This design comes from an exercise in tuning for small area on the open sky130 flow, not from production work.
RTL that was checked went through simulation tests only; none was proved equivalent to the original.
No activity file was given, so power comes from the tool's default toggle rates. The flow treats the clock pin as an ideal source, which a real chip does not have.

build 75:
// top
module top(clk, rst_n, in, valid_in, last_in, out, valid_out, last_out, ready);
Size: roughly 4100 cells after synthesis, ~1100 flip-flops, about 71 I/O pins, ~45000 um^2 of cells after synthesis.
Settings: LEC_CHECK=0, CAP_MARGIN=10, CORE_MARGIN=2, CORE_UTILIZATION=70, SLEW_MARGIN=10; clock period 8.0 ns.
standard.sh (not shown) runs the stock make flow with config.mk's settings and CLKGATE_MAP_FILE= SYNTH_SCRIPT=/design/flow/synth_recipe.tcl, a recipe that flattens the netlist after the stock synthesis.
==> flow/flow/run.sh <==
#!/bin/bash
# Layout flow: the standard flow, except that synthesis maps the logic with
# an area-oriented ABC script (flow/area.abc) instead of ORFS's speed script,
# and the clock tree uses fewer, smaller buffers.
# Registers are untouched: synthesis is synth_recipe.tcl as given, with only the
# script argument of its abc call replaced.
set -euo pipefail
WORK=$(pwd)
{
	echo "proc abc {args} {"
	echo "  set i [lsearch -exact \$args -script]"
	echo "  if {\$i >= 0} { set args [lreplace \$args [expr {\$i + 1}] [expr {\$i + 1}] {$WORK/flow/area.abc}] }"
	echo "  yosys abc {*}\$args"
	echo "}"
	cat "$WORK/synth_recipe.tcl"
} > "$WORK/own_synth.tcl"
# synthesis with the area script
sed "s#SYNTH_SCRIPT=[^ ]*synth_recipe.tcl#SYNTH_SCRIPT=$WORK/own_synth.tcl#" standard.sh > own_synth.sh
bash own_synth.sh synth > "$WORK/synth.log" 2>&1
# the rest of the standard flow; clock tree with large clusters of flip-flops
# on clkbuf_16 leaves and no dummy loads
export CTS_ARGS="-sink_clustering_enable -repair_clock_nets -sink_clustering_size 30 -sink_clustering_max_diameter 100 -buf_list sky130_fd_sc_hd__clkbuf_16 -dont_use_dummy_load"
bash standard.sh > "$WORK/layout.log" 2>&1
==> flow/flow/area.abc <==
&get -n
&st
&dch -f
&nf -R 1000
&st
&dch -f
&nf -R 1000
&st
&dch -f
&nf -R 1000
&put
topo
stime -c
--- input diff build 75..build 25 ---
==> flow/flow/area.abc <==
&get -n
&st
&dch
&nf -R 1000
&put
topo
stime -c
Notes after the runs:
Between build 25 and build 75, the area fraction of clock buffers and clock inverters does not differ in any meaningful way. Signed area change from the synthesized netlist to the final layout ended up 0.23 points higher on build 25 than on build 75. For sequential element share of the synthesized area, build 75 and build 25 come out practically identical. Any difference in clock network fraction of design power between build 25 and build 75 is small enough to ignore. From build 75 to build 25 the numbers moved as follows: via count went down by 2560; worst stage delay on the critical path went down by 0.06 ns. Number of non-clock inverters in the layout was higher in the run labelled build 25. The run showing the greater setup slack is build 75.
Changes in build 84 relative to build 25:
diff --git a/flow/flow/run.sh b/flow/flow/run.sh
--- a/flow/flow/run.sh
+++ b/flow/flow/run.sh
@@ -22,2 +22,4 @@
 export CTS_ARGS="-sink_clustering_enable -repair_clock_nets -sink_clustering_size 30 -sink_clustering_max_diameter 100 -buf_list sky130_fd_sc_hd__clkbuf_16 -dont_use_dummy_load"
+# every port still gets its own buffer, of the platform's smallest buffer cell
+export BUFFER_PORTS_ARGS="-buffer_cell sky130_fd_sc_hd__buf_1"
 bash standard.sh > "$WORK/layout.log" 2>&1
==> flow/flow/area.abc <==
&get -n
&st
&dch -f
&nf -R 1000
&st
&dch -f
&nf -R 1000
&st
&dch -f
&nf -R 1000
&put
topo
stime -c
==> run notes <==
- Comparing build 84 and build 25, the higher number of cells produced by synthesis is on build 84.
- From build 25 to build 84 the numbers moved as follows: fraction of the core area covered by cells at the end of the flow dropped 1.3 points; growth of design area from synthesis to finish dropped 1.5 points.
- The higher largest vdd supply drop of build 84 and build 25 is in build 25.
- On slack of the worst reg-to-reg path, build 25 loses to build 84.

* * *

Another version of the RTL of top (not shown whole).
Size: about 1,200 flip-flops, ~71 I/O pins, about 49,000 um2 of cells after synthesis.
Settings: LEC_CHECK=0, CAP_MARGIN=20, CORE_MARGIN=2, CORE_UTILIZATION=40, SLEW_MARGIN=20; clock period 8.0 ns.
==> flow/flow/run.sh <==
#!/bin/bash
# Layout flow: the standard flow, except that synthesis maps the logic with
# an area-oriented ABC script (flow/area.abc) instead of ORFS's speed script.
# Registers are untouched: synthesis is synth_recipe.tcl as given, with only the
# script argument of its abc call replaced.
set -euo pipefail
WORK=$(pwd)
{
	echo "proc abc {args} {"
	echo "  set i [lsearch -exact \$args -script]"
	echo "  if {\$i >= 0} { set args [lreplace \$args [expr {\$i + 1}] [expr {\$i + 1}] {$WORK/flow/area.abc}] }"
	echo "  yosys abc {*}\$args"
	echo "}"
	cat "$WORK/synth_recipe.tcl"
} > "$WORK/own_synth.tcl"
# synthesis with the area script
sed "s#SYNTH_SCRIPT=[^ ]*synth_recipe.tcl#SYNTH_SCRIPT=$WORK/own_synth.tcl#" standard.sh > own_synth.sh
bash own_synth.sh synth > "$WORK/synth.log" 2>&1
# the rest of the standard flow
bash standard.sh > "$WORK/layout.log" 2>&1
==> flow/flow/area.abc <==
&get -n
&st
&dch
&nf -R 1000
&st
&dch
&nf -R 1000
&put
topo
stime -c
The starting point completed without violations.
Change:
Settings changed: CAP_MARGIN 20 to 10, CORE_UTILIZATION 40 to 60, CTS_BUF_LIST set to sky130_fd_sc_hd__clkbuf_4, SLEW_MARGIN 20 to 10.
What happened:
- The changed run finished with timing, DRC and antenna clean
- utilization goes up by 22 points
- worst setup slack improves by 220 ps
- total power goes down by 4.2%
- clock skew goes up by 50 ps
- combinational power hardly moves
- first-iteration DRC count goes down by 2.0%
- die area goes down by 33%
- maximum frequency goes up by 3.9%
- non-clock buffer count goes down by 7
- final area goes down by 2.3%
No run of this note included a check of the RTL's function; only the layout flow was run.

## re-timing with driven ports
The results above use ideal ports. As a check the final layouts listed here were re-extracted and re-timed, cells and wires unchanged.
Step 1: set_driving_cell puts a clkbuf_16 on clk and a buf_2 on each other input, an assumption about the parent block.
Step 2 times the ports against the registers' clock, not the clock port: input delays grow and output delays shrink by t, the midpoint of the rising clock arrivals with the driver on.
Three values: no drivers, after step 1, after step 2; two values: the first two.
run	t, ns	setup slack, ns	worst setup path after step 2
build 75	0.685	1.156 / 1.202 / 0.517	input to register
build 25	0.679	0.147 / 0.182 / -0.498	input to register
build 84	0.671	1.340 / 1.387 / 0.716	input to register
the first run of note 2	0.794	2.172 / 2.213 / 1.420	input to register
the second run of note 2	1.211	2.393 / 2.393 / 1.533	input to register
With both steps, setup timing fails in build 25, where it was met with ideal ports. For the second run of note 2, which loses most, drivers alone change the setup slack by 0.000 ns; drivers and shift together by -0.860 ns.
